Source: an optimization exercise on an open RTL-to-GDS flow (aim: small area). Production flows keep margins and buffers that such runs may drop.
The RTL was checked by simulation tests, not by an equivalence proof against the original design.

==> design/flow/run.sh <==
#!/bin/bash
# synth_recipe.tcl (not shown) runs the flow's synth.tcl, then flattens the netlist and writes it again
# the make line also repeats each setting of config.mk as NAME=value (left out here)
make -C /OpenROAD-flow-scripts/flow DESIGN_CONFIG=/design/flow/config.mk WORK_HOME=/design/flow/orfs CLKGATE_MAP_FILE= SYNTH_SCRIPT=/design/flow/synth_recipe.tcl finish
==> design/flow/config.mk <==
export PLATFORM = sky130hd
export DESIGN_NAME = fft_top
export DESIGN_NICKNAME = fft_top
export VERILOG_FILES = /design/flow/design.v
export SDC_FILE = /design/flow/constraint.sdc
export NUM_CORES = 4
export LEC_CHECK = 0
export CAP_MARGIN = 20
export CORE_MARGIN = 2
export CORE_UTILIZATION = 40
export SLEW_MARGIN = 20
==> design/flow/constraint.sdc <==
create_clock -name core_clock -period 10.0 [get_ports {sys_clk}]
set_input_delay 2.0000 -clock core_clock [delete_from_list [all_inputs] [get_ports {sys_clk}]]
set_output_delay 2.0000 -clock core_clock [all_outputs]
set_load 0.01 [all_outputs]
==> design/flow/design.v <==
module clk_div (
    input            clk,
    input            rst_n,
    output reg [3:0] p
);
always @(posedge clk) begin
    if (!rst_n) p <= 4'd0;
    else        p <= p + 4'd1;
end
endmodule
module ads1258 (
    input             sysclk,
    input             locked,
    input             Rx_0,
    output reg        Tx_0,
    output reg        Clk_0,
    output reg        CS,
    output reg        en_Ain0,
    output reg [1:0]  tag,       
    output reg [23:0] sr         
);
wire [3:0] p;
clk_div u_sclk (.clk(sysclk), .rst_n(locked), .p(p));
wire pp = (p == 4'd9);
reg [2:0]  st;         
reg [2:0]  bn;         
reg        spi_stop, spi_start;
reg [4:0]  c;          
reg [12:0] wc;         
reg [7:0] code;
always @(*) begin
    case (c)
        5'd1:  code = 8'h60;  5'd2:  code = 8'h12;
        5'd3:  code = 8'h61;  5'd4:  code = 8'h10;
        5'd5:  code = 8'h62;  5'd6:  code = 8'h00;
        5'd7:  code = 8'h63;  5'd8:  code = 8'h00;
        5'd9:  code = 8'h64;  5'd10: code = 8'h07;
        5'd11: code = 8'h65;  5'd12: code = 8'h00;
        5'd13: code = 8'h66;  5'd14: code = 8'h00;
        5'd15: code = 8'h67;  5'd16: code = 8'hff;
        5'd17: code = 8'h68;  5'd18: code = 8'h00;
        5'd19: code = 8'h80;  5'd20: code = 8'h30;
        5'd21: code = 8'hff;  5'd22: code = 8'hff;
        5'd23: code = 8'hff;  5'd24: code = 8'hff;
        5'd26: code = 8'h80;
        default: code = 8'h00;
    endcase
end
wire txbit = code[~bn];
always @(posedge sysclk) begin
    if (!locked) begin
        st <= 3'd0; bn <= 3'd0;
        CS <= 1'b1; Clk_0 <= 1'b0; Tx_0 <= 1'b0;
        spi_stop <= 1'b0;
    end else begin
        if (pp) Clk_0 <= (st == 3'd3);
        case (st)
            3'd0: begin
                Tx_0 <= 1'b0;
                spi_stop <= 1'b0;
                if (spi_start) st <= 3'd1;
            end
            3'd1: if (pp) st <= 3'd2;
            3'd2: if (pp) begin
                Tx_0 <= txbit;
                bn <= bn + 3'd1;
                st <= 3'd3;
                CS <= 1'b0;
            end
            3'd3: if (pp) st <= (bn == 3'd0) ? 3'd4 : 3'd2;
            3'd4: if (pp) st <= 3'd5;
            default: begin
                Tx_0 <= 1'b0;
                st <= 3'd0;
                spi_stop <= 1'b1;
            end
        endcase
    end
end
always @(posedge sysclk) begin
    if (st == 3'd3 && pp) sr <= {sr[22:0], Rx_0};
end
wire wait_done = (c == 5'd0)  ? (wc == 13'd3840 && p == 4'd0) :
                 (c == 5'd19) ? (wc == 13'd6161 && p == 4'd4) :
                                (wc == 13'd6161 && p == 4'd5);
always @(posedge sysclk) begin
    if (!locked) begin
        spi_start <= 1'b0;
        c <= 5'd0;
        wc <= 13'd0;
        en_Ain0 <= 1'b0;
        tag <= 2'd3;
    end else begin
        en_Ain0 <= (c == 5'd25);
        if (c == 5'd21 && spi_stop)
            tag <= (sr[7:2] == 6'b100010) ? sr[1:0] : 2'd3;
        case (c)
            5'd0, 5'd19, 5'd26: begin
                if (wait_done) begin
                    spi_start <= 1'b1;
                    c <= (c == 5'd0) ? 5'd1 : 5'd20;
                    wc <= 13'd0;
                end else begin
                    spi_start <= 1'b0;
                    if (p == 4'd15) wc <= wc + 13'd1;
                end
            end
            5'd25: begin
                spi_start <= 1'b0;
                c <= 5'd26;
            end
            default: begin
                spi_start <= spi_stop;
                if (spi_stop) c <= c + 5'd1;
            end
        endcase
    end
end
endmodule
module PID_UV_LED (
    input  wire        clk,
    input  wire        rst_n,
    input  wire [31:0] P_measure,
    input  wire [31:0] P_target,
    output wire [31:0] i_current
);
reg [31:0] error, integral;
reg [30:0] prev;
reg [8:0]  cv;
reg [10:0] cs;
reg [17:0] ic;
wire [30:0] dd = error[30:0] - prev;
wire [30:0] yy = dd * 31'd41943;
wire [31:0] rr = integral * 32'd838861;
wire [8:0]  aa = error[8:0] * 9'd5;
always @(posedge clk) begin
    if (!rst_n) begin
        error <= 0; integral <= 0; prev <= 0; cv <= 0; cs <= 0; ic <= 0;
    end else begin
        error <= P_target - P_measure;
        integral <= integral + error;
        prev <= error[30:0];
        cv <= yy[30:22];
        cs <= {2'b0, aa} + {2'b0, rr[31:23]} + {2'b0, cv};
        ic <= (ic > 18'd167772) ? 18'd167772 : ic + {7'b0, cs};
    end
end
assign i_current = {14'd0, ic};
endmodule
module fft_top(
    input          sys_clk,
    input          sys_rst_n,
    input          Rx_0,
    output         Tx_0,
    output         Clk_0,
    output         CS,
    output [31:0]  ad_data0,
    output [31:0]  ad_data1,
    output [31:0]  ad_data2,
    output         en_Ain0,
    output         en_Ain1,
    input  [31:0]  P_target,
    output [31:0]  i_current,
    input  [31:0]  P_measure
);
wire [1:0]  tag;
wire [23:0] sr;
ads1258 u_ads1258 (
    .sysclk(sys_clk), .locked(sys_rst_n), .Rx_0(Rx_0),
    .Tx_0(Tx_0), .Clk_0(Clk_0), .CS(CS),
    .en_Ain0(en_Ain0), .tag(tag), .sr(sr)
);
assign en_Ain1 = en_Ain0;
reg [23:0] d0, d1, d2;
always @(posedge sys_clk) begin
    if (!sys_rst_n) begin
        d0 <= 24'd7; d1 <= 24'd7; d2 <= 24'd0;
    end else if (en_Ain0) begin
        if (tag == 2'd0) d0 <= sr;
        if (tag == 2'd1) d1 <= sr;
        if (tag == 2'd2) d2 <= sr;
    end
end
assign ad_data0 = {8'd0, d0};
assign ad_data1 = {8'd0, d1};
assign ad_data2 = {8'd0, d2};
PID_UV_LED PID_UV_LED (
    .clk(sys_clk), .rst_n(sys_rst_n),
    .P_measure(P_measure), .P_target(P_target), .i_current(i_current)
);
endmodule
==> results of run 1 <==
==> cells in the final DEF, fill, tap and decap left out, types with 18 or more instances in the layout <==
master	instances
sky130_fd_sc_hd__nor2_1	184
sky130_fd_sc_hd__nand3_1	38
sky130_fd_sc_hd__o21a_1	25
sky130_fd_sc_hd__xor2_1	61
sky130_fd_sc_hd__o21ai_0	64
sky130_fd_sc_hd__ha_1	448
sky130_fd_sc_hd__buf_4	18
sky130_fd_sc_hd__nand2b_1	21
sky130_fd_sc_hd__nor3_1	34
sky130_fd_sc_hd__clkdlybuf4s50_1	160
sky130_fd_sc_hd__edfxtp_1	24
sky130_fd_sc_hd__nor2b_1	28
sky130_fd_sc_hd__xnor2_1	110
sky130_fd_sc_hd__fa_1	329
sky130_fd_sc_hd__o21bai_1	22
sky130_fd_sc_hd__nand2_1	224
sky130_fd_sc_hd__a21o_1	63
sky130_fd_sc_hd__dfxtp_1	249
sky130_fd_sc_hd__inv_1	664
sky130_fd_sc_hd__conb_1	38
sky130_fd_sc_hd__clkbuf_16	32
sky130_fd_sc_hd__and2_1	46
sky130_fd_sc_hd__a21oi_1	177
==> per-stage QoR <==
stage	cell area, um^2	utilization (%)	cells
2_1_floorplan	28700	-	3144
3_3_place_gp	31200	43.8	4183
3_5_place_dp	31200	43.8	4183
4_1_cts	32300	45.4	4240
5_1_grt	32300	45.4	4240
6_report	32300	45.4	4240
==> final cells by class <==
type                       instances  area share [%]
sequential                       273            17.7
timing repair buffer             179            5.39
inverter                         665            7.74
tap                              950            3.68
multi-input combinational       2116            62.1
clock inverter                    11           0.558
clock buffer                      46            2.89
==> metal layers <==
metal	global-route usage (%)	up-vias	wire length, um
li1	-	10200	-
met1	26.4	9638	32300
met2	29.9	405	30000
met3	3.18	58	3650
met4	3.31	0	1140
met5	0	-	0
==> worst max-delay path: cells and delay by family (launching register included) <==
kind / cells / cell delay (ns)
fa+ha+maj: 9 / 3.69
mux: 1 / 0.14
compound gates: 11 / 2.71
xor+xnor: 2 / 0.73
buf+inv: 6 / 0.55
simple gates: 4 / 0.66
flops: 1 / 0.36
==> sequential cells by signal, summed over array words and instances, names as in the netlist, 3 cells and up <==
signal and cells:
d1 24, u_ads1258.c 5, PID_UV_LED.ic 18, PID_UV_LED.cv 9, PID_UV_LED.error 32, PID_UV_LED.integral 32
u_ads1258.st 3, u_ads1258.wc 13, u_ads1258.code 8, u_ads1258.sr 24, d0 24, PID_UV_LED.cs 11
u_ads1258.u_sclk.p 4, PID_UV_LED.prev 31, u_ads1258.bn 3, d2 24
==> worst paths after layout <==
path         slack [ns]                     endpoint  cells past startpoint
max                1.11  PID_UV_LED.cv[8]$_SDFF_PN0_                     33
min                0.45    u_ads1258.CS$_SDFFE_PN1P_                      2
max reg2reg        1.11  PID_UV_LED.cv[8]$_SDFF_PN0_                     33
min reg2reg        0.45    u_ads1258.CS$_SDFFE_PN1P_                      2
==> cell families (layout without fill, tap and decap cells) <==
family,after synthesis,count (layout),synth area share [%]
other,1,38,0.0131
adder cells (fa/ha/maj),777,777,42.6
XOR/XNOR,175,175,5.52
buffers and inverters,755,901,10.5
multiplexers,16,16,0.656
AND/OR/NAND/NOR,655,655,10.6
flip-flops,273,273,19.9
AO/OA/AOI/OAI,455,455,10.1
==> impl_results.md, run 1 <==
* Starting density of the core at 40.2%
* Maximum capacitance violations at 0
* Most used DFF post-synth: sky130_fd_sc_hd__dfxtp_1
* Footprint of the flip-flops and latches at 0.00571 mm^2
* Placement row count at 98
* Proportion of netlist area held by the largest area contributor at 23.0%
* Period utilization at 88.9%
* Most frequent cells after synthesis: sky130_fd_sc_hd__inv_1 (665), sky130_fd_sc_hd__ha_1 (448), sky130_fd_sc_hd__fa_1 (329)
* HPWL after DPL at 55.5 mm
* Max transition margin at 31.5%
* Wire length of the first global-routing pass at 110 mm
* Routed vias at 20300
* Detailed Routing Iterations Pass 1 at 5
* Die outline width at 271 um
* Fmax at 112 MHz
* Worst-case setup margin in the final layout at 1.11 ns
* Maximum level of the CTS H-tree at 1
* Final Hold Violating Endpoints at 0
* Antenna-violating nets left at 0
* Total number of nets in the final design at 4110
* Antenna Cells at 0
* Crit end category: flop
* WP data required at 10.51 ns
* Data arrival time of the critical path at 9.40 ns
* Post-detailed-route DRC marker count at 0
* Initial detailed-routing violation count at 1043
* Most repeated cell in the gate-level netlist after synthesis: sky130_fd_sc_hd__inv_1
* Filler cell count at 6970
* Sort of element at the start of the critical path: flop
* Count of yosys warnings during synthesis at 4
* Fin Clk Skew at 0.0133 ns
* Hold Crit Class: reg2reg
* Slowest-stage cell, CP: sky130_fd_sc_hd__fa_1
* Relative area change from synthesis to final layout at 13.0%
* Peak per-stage delay on the critical path at 0.59 ns
* Count of state elements after synthesis at 273
* Tightest hold margin at 0.446 ns
* Highest fanout seen on the critical path at 6
* Global-route usage over all layers at 18.6%
* Average cell area after synthesis at 9.21 um^2
* CTS tree: yes
* Clock latency at the later pin of the worst-skew pair at 0.59 ns
* Number of antenna violations at the first check in global routing at 0
* RSZ-0062 raised after global routing: no
* Remaining Overflow, GRT at 0
* Slew of the pin with the lowest slew margin at 1.02 ns
* Worst flop-to-flop path startpoint: PID_UV_LED.error[0]$_SDFF_PN0_
* Root Buffer Master: sky130_fd_sc_hd__clkbuf_16
* Core box area at 0.0711 mm^2
* Routability Congestion at 0.887
* Synth Cell Area at 0.0286 mm^2
* Via count normalized by instance count at 4.79
* Pin count of the biggest net entering global routing at 92
* Area occupied by multi-input gates at 0.0201 mm^2
* Post-Route WL at 67.1 mm
* Crit path kind: reg2reg
* Clock transition at the registers of the reported paths at 0.06 ns
* Post-CTS Setup Bufs at 0
* Number of enable-type register cells in the synthesized netlist at 24
* Pins over their slew limit at 0
* Number of buffers added on ports at 161
* Die footprint at 0.0737 mm^2
* Hold Startpoint: u_ads1258.CS$_SDFFE_PN1P_
* Fraction of final layout cells with drive strength greater than 1 at 3.19%
* Dominant cells by area after synthesis: sky130_fd_sc_hd__fa_1 (23%), sky130_fd_sc_hd__ha_1 (20%), sky130_fd_sc_hd__dfxtp_1 (17%)
* Outcome: timing/DRC/antenna clean
* Count of cell types in the netlist at 79
* Number of setup violations in the final report at 0
* CTS Hold Bufs at 0
* Num Clock Sinks at 273
* Vias in the first global route at 20400
* Maximum count of clock buffers along a single path at 3
* CTS-repair resized insts at 0
* Leading area contributor after synthesis: sky130_fd_sc_hd__fa_1
* Register area share after synthesis at 19.9%
* Io pins at 200
* Critical Path Source: PID_UV_LED.error[0]$_SDFF_PN0_
* Clock period minus worst slack at 8.89 ns
* Post-synthesis instance total at 3107
* Proportion of synthesized flip-flops having asynchronous set or reset at 0%
* Die Span Y at 271 um
* Placement-stage worst setup slack at 1.13 ns
* TritonCTS Buffers at 31
* Final setup TNS at 0 ns
* Final routed wire length divided by cell count at 15.8 um
==> inputs of run 2 (changes only) <==
--- a/design/flow/design.v
+++ b/design/flow/design.v
@@ -117,6 +117,42 @@
     end
 end
 endmodule
+module pid_rca #(parameter N = 16) (
+    input  [N-1:0] a,
+    input  [N-1:0] b,
+    input          ci,
+    output [N-1:0] s,
+    output         co
+);
+wire [N:0] c;
+assign c[0] = ci;
+genvar j;
+generate for (j = 0; j < N; j = j + 1) begin : g
+    assign s[j]   = a[j] ^ b[j] ^ c[j];
+    assign c[j+1] = (a[j] & b[j]) | (a[j] & c[j]) | (b[j] & c[j]);
+end endgenerate
+assign co = c[N];
+endmodule
+module pid_div5 #(parameter N = 16) (
+    input  [N-1:0] x,
+    input          bi,
+    input          r2i,
+    input          r1i,
+    output [N-1:0] r,
+    output         bo
+);
+wire [N+1:0] rr;
+wire [N:0]   b;
+assign rr[1:0] = {r1i, r2i};
+assign rr[N+1:2] = r;
+assign b[0] = bi;
+genvar j;
+generate for (j = 0; j < N; j = j + 1) begin : g
+    assign r[j]   = x[j] ^ rr[j] ^ b[j];
+    assign b[j+1] = (~x[j] & rr[j]) | (~x[j] & b[j]) | (rr[j] & b[j]);
+end endgenerate
+assign bo = b[N];
+endmodule
 module PID_UV_LED (
     input  wire        clk,
     input  wire        rst_n,
@@ -124,25 +160,79 @@
     input  wire [31:0] P_target,
     output wire [31:0] i_current
 );
-reg [31:0] error, integral;
-reg [30:0] prev;
-reg [8:0]  cv;
-reg [10:0] cs;
-reg [17:0] ic;
-wire [30:0] dd = error[30:0] - prev;
-wire [30:0] yy = dd * 31'd41943;
-wire [31:0] rr = integral * 32'd838861;
-wire [8:0]  aa = error[8:0] * 9'd5;
+reg  [31:0] eb;
+reg         ke;
+wire [15:0] eb_lo_n, eb_hi_n;
+wire        ke_n;
+pid_rca #(16) u_e0 (.a(P_target[15:0]),  .b(~P_measure[15:0]),  .ci(1'b1), .s(eb_lo_n), .co(ke_n));
+pid_rca #(16) u_e1 (.a(P_target[31:16]), .b(~P_measure[31:16]), .ci(1'b0), .s(eb_hi_n), .co());
+wire [15:0] er_hi;
+pid_rca #(16) u_e2 (.a(eb[31:16]), .b(16'd0), .ci(ke), .s(er_hi), .co());
+wire [31:0] er = {er_hi, eb[15:0]};
+reg  [31:0] ib;
+reg         ki;
+wire [15:0] ib_lo_n, ib_hi_n;
+wire        ki_n;
+pid_rca #(16) u_i0 (.a(ib[15:0]),  .b(eb[15:0]), .ci(1'b0), .s(ib_lo_n), .co(ki_n));
+pid_rca #(16) u_i1 (.a(ib[31:16]), .b(er_hi),    .ci(ki),   .s(ib_hi_n), .co());
+wire [15:0] rl;
+wire        rl_b;
+pid_div5 #(16) u_r0 (.x(ib_lo_n), .bi(1'b0), .r2i(1'b0), .r1i(1'b0), .r(rl), .bo(rl_b));
+reg  [2:0]  rs;
+wire [15:0] xh, rh;
+pid_rca  #(16) u_x  (.a(ib[31:16]), .b({ib[9:0], 6'd0}), .ci(ki), .s(xh), .co());
+pid_div5 #(16) u_r1 (.x(xh), .bi(rs[2]), .r2i(rs[1]), .r1i(rs[0]), .r(rh), .bo());
+reg  [30:0] pe;
+wire [15:0] xl;
+wire        xl_c;
+pid_rca #(16) u_d0 (.a(pe[15:0]), .b(~eb[15:0]), .ci(1'b1), .s(xl), .co(xl_c));
+wire [10:0] q_hi;
+pid_rca #(11) u_d1 (.a(pe[30:20]), .b(~xl[10:0]), .ci(1'b1), .s(q_hi), .co());
+wire [15:0] vl, wl;
+wire        vl_b, wl_b;
+pid_div5 #(16) u_v0 (.x(xl), .bi(1'b0), .r2i(1'b0), .r1i(1'b0), .r(vl), .bo(vl_b));
+pid_div5 #(16) u_w0 (.x(vl), .bi(1'b0), .r2i(1'b0), .r1i(1'b0), .r(wl), .bo(wl_b));
+reg  [14:0] dq;
+reg         dbw;
+reg  [2:0]  vs, ws;
+wire [14:0] xph, vh, wh;
+pid_rca  #(15) u_d2 (.a(dq), .b(~pe[30:16]), .ci(~dbw), .s(xph), .co());
+pid_div5 #(15) u_v1 (.x(xph), .bi(vs[2]), .r2i(vs[1]), .r1i(vs[0]), .r(vh), .bo());
+pid_div5 #(15) u_w1 (.x(vh),  .bi(ws[2]), .r2i(ws[1]), .r1i(ws[0]), .r(wh), .bo());
+reg  [8:0]  bv, cv;
+wire [6:0]  a_hi;
+pid_rca #(7) u_a (.a(pe[8:2]), .b(pe[6:0]), .ci(1'b0), .s(a_hi), .co());
+wire [8:0]  aa = {a_hi, pe[1:0]};
+wire [8:0]  s1 = aa ^ bv ^ cv;
+wire [8:0]  k1 = (aa & bv) | (aa & cv) | (bv & cv);
+wire [9:0]  cs;
+wire        cs_c;
+pid_rca #(9) u_c (.a({1'b0, s1[8:1]}), .b(k1), .ci(1'b0), .s(cs[9:1]), .co(cs_c));
+assign cs[0] = s1[0];
+reg  [17:0] ic;
+wire [17:0] ic_sum;
+pid_rca #(18) u_s (.a(ic), .b({7'd0, cs_c, cs}), .ci(1'b0), .s(ic_sum), .co());
+wire        clamp = (ic > 18'd167772);
 always @(posedge clk) begin
     if (!rst_n) begin
-        error <= 0; integral <= 0; prev <= 0; cv <= 0; cs <= 0; ic <= 0;
+        eb <= 32'd0; ke <= 1'b0;
+        ib <= 32'd0; ki <= 1'b0;
+        rs <= 3'd0;
+        pe <= 31'd0;
+        dq <= 15'd0; dbw <= 1'b0; vs <= 3'd0; ws <= 3'd0;
+        bv <= 9'd0; cv <= 9'd0;
+        ic <= 18'd0;
     end else begin
-        error <= P_target - P_measure;
-        integral <= integral + error;
-        prev <= error[30:0];
-        cv <= yy[30:22];
-        cs <= {2'b0, aa} + {2'b0, rr[31:23]} + {2'b0, cv};
-        ic <= (ic > 18'd167772) ? 18'd167772 : ic + {7'b0, cs};
+        eb <= {eb_hi_n, eb_lo_n}; ke <= ke_n;
+        ib <= {ib_hi_n, ib_lo_n}; ki <= ki_n;
+        rs <= {rl_b, rl[14], rl[15]};
+        pe <= er[30:0];
+        dq <= {q_hi, pe[19:16]}; dbw <= ~xl_c;
+        vs <= {vl_b, vl[14], vl[15]};
+        ws <= {wl_b, wl[14], wl[15]};
+        bv <= rh[15:7];
+        cv <= wh[14:6];
+        ic <= clamp ? 18'd167772 : ic_sum;
     end
 end
 assign i_current = {14'd0, ic};
==> impl_results.md, run 2 <==
* Maximum count of clock buffers along a single path at 3 (unchanged)
* Relative area change from synthesis to final layout at 19.0%
* Clock period minus worst slack at 8.48 ns (-0.415 ns)
* Pin count of the biggest net entering global routing at 86 (-6.5%)
* Most repeated cell in the gate-level netlist after synthesis: sky130_fd_sc_hd__inv_1
* Worst-case setup margin in the final layout at 1.52 ns (+0.415 ns)
* Data arrival time of the critical path at 8.86 ns (-0.54 ns)
* CTS-repair resized insts at 0 (unchanged)
* Highest fanout seen on the critical path at 1 (-5)
* Synthesized-area fraction occupied by and/or/nand/nor cells at 12.2% (+1.6 points)
* Root Buffer Master: sky130_fd_sc_hd__clkbuf_16
* Remaining Overflow, GRT at 0 (unchanged)
* Final setup TNS at 0 ns (unchanged)
* Tightest hold margin at 0.452 ns (+0.00602 ns)
* Global-route usage over all layers at 15.5% (-3.1 points)
* Count of yosys warnings during synthesis at 4 (unchanged)
* Synthesized-area fraction occupied by ao, oa, aoi and oai cells at 5.30% (-4.8 points)
* Vias in the first global route at 11100 (-46%)
* Placement row count at 74 (-24%)
* Most frequent cells after synthesis: sky130_fd_sc_hd__inv_1 (310), sky130_fd_sc_hd__dfxtp_1 (274), sky130_fd_sc_hd__fa_1 (202)
* Starting density of the core at 40.3% (+0.11 points)
* Register area share after synthesis at 37.9% (+18 points)
* Commonest non-fill, non-tap cells in the layout: sky130_fd_sc_hd__inv_1 (309), sky130_fd_sc_hd__dfxtp_1 (274), sky130_fd_sc_hd__fa_1 (202)
* Synth Area in Adders at 30.1% (-12 points)
* Hold Startpoint: PID_UV_LED.pe[16]$_SDFF_PN0_
* Filler cell count at 3783 (-46%)
* Proportion of netlist area held by the largest area contributor at 33.5% (+11 points)
* Routability Congestion at 0.793 (-11%)
* Proportion of synthesized flip-flops having asynchronous set or reset at 0% (unchanged)
* Clock transition at the registers of the reported paths at 0.06 ns (about the same)
* Slew of the pin with the lowest slew margin at 0.986 ns (-0.0334 ns)
* Crit path kind: in2reg
* Core box area at 0.0406 mm^2 (-43%)
* TritonCTS Buffers at 35 (+13%)
* CTS Hold Bufs at 0 (unchanged)
* Crit end category: flop
* Max transition margin at 34.3% (+2.7 points)
* Number of setup violations in the final report at 0 (unchanged)
* Wire length of the first global-routing pass at 53.4 mm (-51%)
* XOR/XNOR Fraction of Synth Area at 3.27% (-2.3 points)
* Leading area contributor after synthesis: sky130_fd_sc_hd__dfxtp_1
* Count of cell types in the netlist at 70 (-11%)
* Outcome: timing/DRC/antenna clean
* Antenna Cells at 0 (unchanged)
* Fin Clk Skew at 0.0209 ns (+0.00762 ns)
* Initial detailed-routing violation count at 371 (-64%)
* Most used DFF post-synth: sky130_fd_sc_hd__dfxtp_1
* Sort of element at the start of the critical path: primary input
* Clock latency at the later pin of the worst-skew pair at 0.51 ns (-0.08 ns)
* Antenna-violating nets left at 0 (unchanged)
* Fraction of final layout cells with drive strength greater than 1 at 4.93% (+1.7 points)
* Total number of nets in the final design at 2117 (-48%)
* RSZ-0062 raised after global routing: no
* Worst flop-to-flop path startpoint: PID_UV_LED.dbw$_SDFF_PN0_
* Dominant combinational cell family by area after synthesis: adder cells
* Io pins at 200 (unchanged)
* Die Span Y at 206 um (-24%)
* Detailed Routing Iterations Pass 1 at 4 (-1)
* Num Clock Sinks at 298 (+9.2%)
* Dominant cells by area after synthesis: sky130_fd_sc_hd__dfxtp_1 (34%), sky130_fd_sc_hd__fa_1 (25%), sky130_fd_sc_hd__inv_1 (7.1%)
* Post-Route WL at 31.6 mm (-53%)
* Maximum level of the CTS H-tree at 2 (+1)
* Die footprint at 0.0425 mm^2 (-42%)
* Pins over their slew limit at 0 (unchanged)
* Routed vias at 10500 (-48%)
* Post-CTS Setup Bufs at 0 (unchanged)
* HPWL after DPL at 23.9 mm (-57%)
* Average cell area after synthesis at 10.0 um^2 (+8.6%)
* Hold Crit Class: reg2reg
* Maximum capacitance violations at 0 (unchanged)
* Synth Cell Area at 0.0164 mm^2 (-43%)
* Number of enable-type register cells in the synthesized netlist at 24 (unchanged)
* Final Hold Violating Endpoints at 0 (unchanged)
* Most common cell after layout, fill and taps aside: sky130_fd_sc_hd__inv_1
* Largest registers ranked by flip-flop count: PID_UV_LED.eb (32), PID_UV_LED.ib (32), PID_UV_LED.pe (31)
* Fmax at 118 MHz (+4.9%)
* Post-detailed-route DRC marker count at 0 (unchanged)
* Placement-stage worst setup slack at 0.998 ns (-0.130 ns)
* CTS tree: yes
* WP data required at 10.39 ns (-0.12 ns)
* Critical Path Source: P_target[0]
* Multiplexer share of the synthesized area at 0.773% (+0.12 points)
* Post-Route Utilization at 48.0% (+2.5 points)
* Number of buffers added on ports at 161 (unchanged)
* Period utilization at 84.8% (-4.1 points)
* Count of state elements after synthesis at 298 (+9.2%)
* Number of antenna violations at the first check in global routing at 0 (unchanged)
* Die outline width at 206 um (-24%)
* Via count normalized by instance count at 4.51 (-5.8%)
* Post-synthesis instance total at 1636 (-47%)
* Final routed wire length divided by cell count at 13.5 um (-15%)
[run 2: layout make-up]
cell class | instances | area, um^2 | area share (%)
Clock inverter | 13 | 121 | 0.624
Sequential cell | 298 | 6210 | 31.9
Tap cell | 532 | 666 | 3.42
Inverter | 311 | 1170 | 6.03
Clock buffer | 47 | 1010 | 5.21
Timing Repair Buffer | 168 | 1670 | 8.61
Multi-Input combinational cell | 969 | 8600 | 44.2
[run 2: cell families after synthesis]
logic type / count (synthesis)
xor+xnor: 61
simple gates: 444
compound gates: 142
fa+ha+maj: 274
other cells: 1
flops: 298
mux: 10
buf+inv: 406
[run 2: path summary, 6_finish.rpt]
kind                                  endpoint  cells after the start
setup / recovery  PID_UV_LED.eb[15]$_SDFF_PN0_                     20
hold / removal     PID_UV_LED.dq[0]$_SDFF_PN0_                      2
setup reg to reg   PID_UV_LED.cv[8]$_SDFF_PN0_                     26
hold reg to reg    PID_UV_LED.dq[0]$_SDFF_PN0_                      2
[run 2: routing by layer]
layer | track usage [%] | up-vias | part of all wire, %
met4 | 3.52 | 0 | 1.5
met3 | 2.14 | 36 | 4.5
li1 | - | 5193 | -
met2 | 28.1 | 210 | 50
met5 | 0 | - | 0
met1 | 19.7 | 5106 | 44
[run 2: stage by stage]
stage               cell area [um^2]  cells
floorplan                      16500   1673
global placement               18300   2276
detailed placement             18300   2277
CTS                            19400   2337
global route                   19500   2338
finish                         19500   2338
[run 2: critical path, cell delays in order]
cell and delay, ns:
sky130_fd_sc_hd__clkdlybuf4s50_1 0.45, sky130_fd_sc_hd__inv_1 0.04, sky130_fd_sc_hd__ha_1 0.20, sky130_fd_sc_hd__fa_1 0.38, sky130_fd_sc_hd__fa_1 0.40, sky130_fd_sc_hd__fa_1 0.40
sky130_fd_sc_hd__fa_1 0.40, sky130_fd_sc_hd__fa_1 0.40, sky130_fd_sc_hd__fa_1 0.39, sky130_fd_sc_hd__fa_1 0.41, sky130_fd_sc_hd__fa_1 0.41, sky130_fd_sc_hd__fa_1 0.40
sky130_fd_sc_hd__fa_1 0.40, sky130_fd_sc_hd__fa_1 0.40, sky130_fd_sc_hd__fa_1 0.39, sky130_fd_sc_hd__fa_1 0.39, sky130_fd_sc_hd__fa_1 0.37, sky130_fd_sc_hd__inv_1 0.08
sky130_fd_sc_hd__fa_1 0.40, sky130_fd_sc_hd__and2_1 0.16

[port drivers added, routing unchanged]
In the flow no input, the clock included, has a driving cell. The finished layouts below were timed again as built, in two steps.
Step 1, drivers: a clkbuf_16 drives sys_clk and a buf_2 each remaining input, both assumed.
Step 2, shift: input delay + t, output delay - t, t = (earliest + latest rising clock arrival at the registers) / 2. This alone moves slack from input paths to output paths.
a / b / c = no drivers / after step 1 / after step 2; a / b = the first two.
run	shift t [ns]	setup slack, ns	worst setup path at the end	cell pins on the clock port's net
run 1	0.642	1.107 / 1.107 / 1.107	register to register	1
run 2	0.546	1.522 / 1.549 / 1.003	input to register	1
After both steps setup and hold are still met in every run listed. For run 2, which loses most, drivers alone change the setup slack by +0.027 ns; drivers and shift together by -0.519 ns.
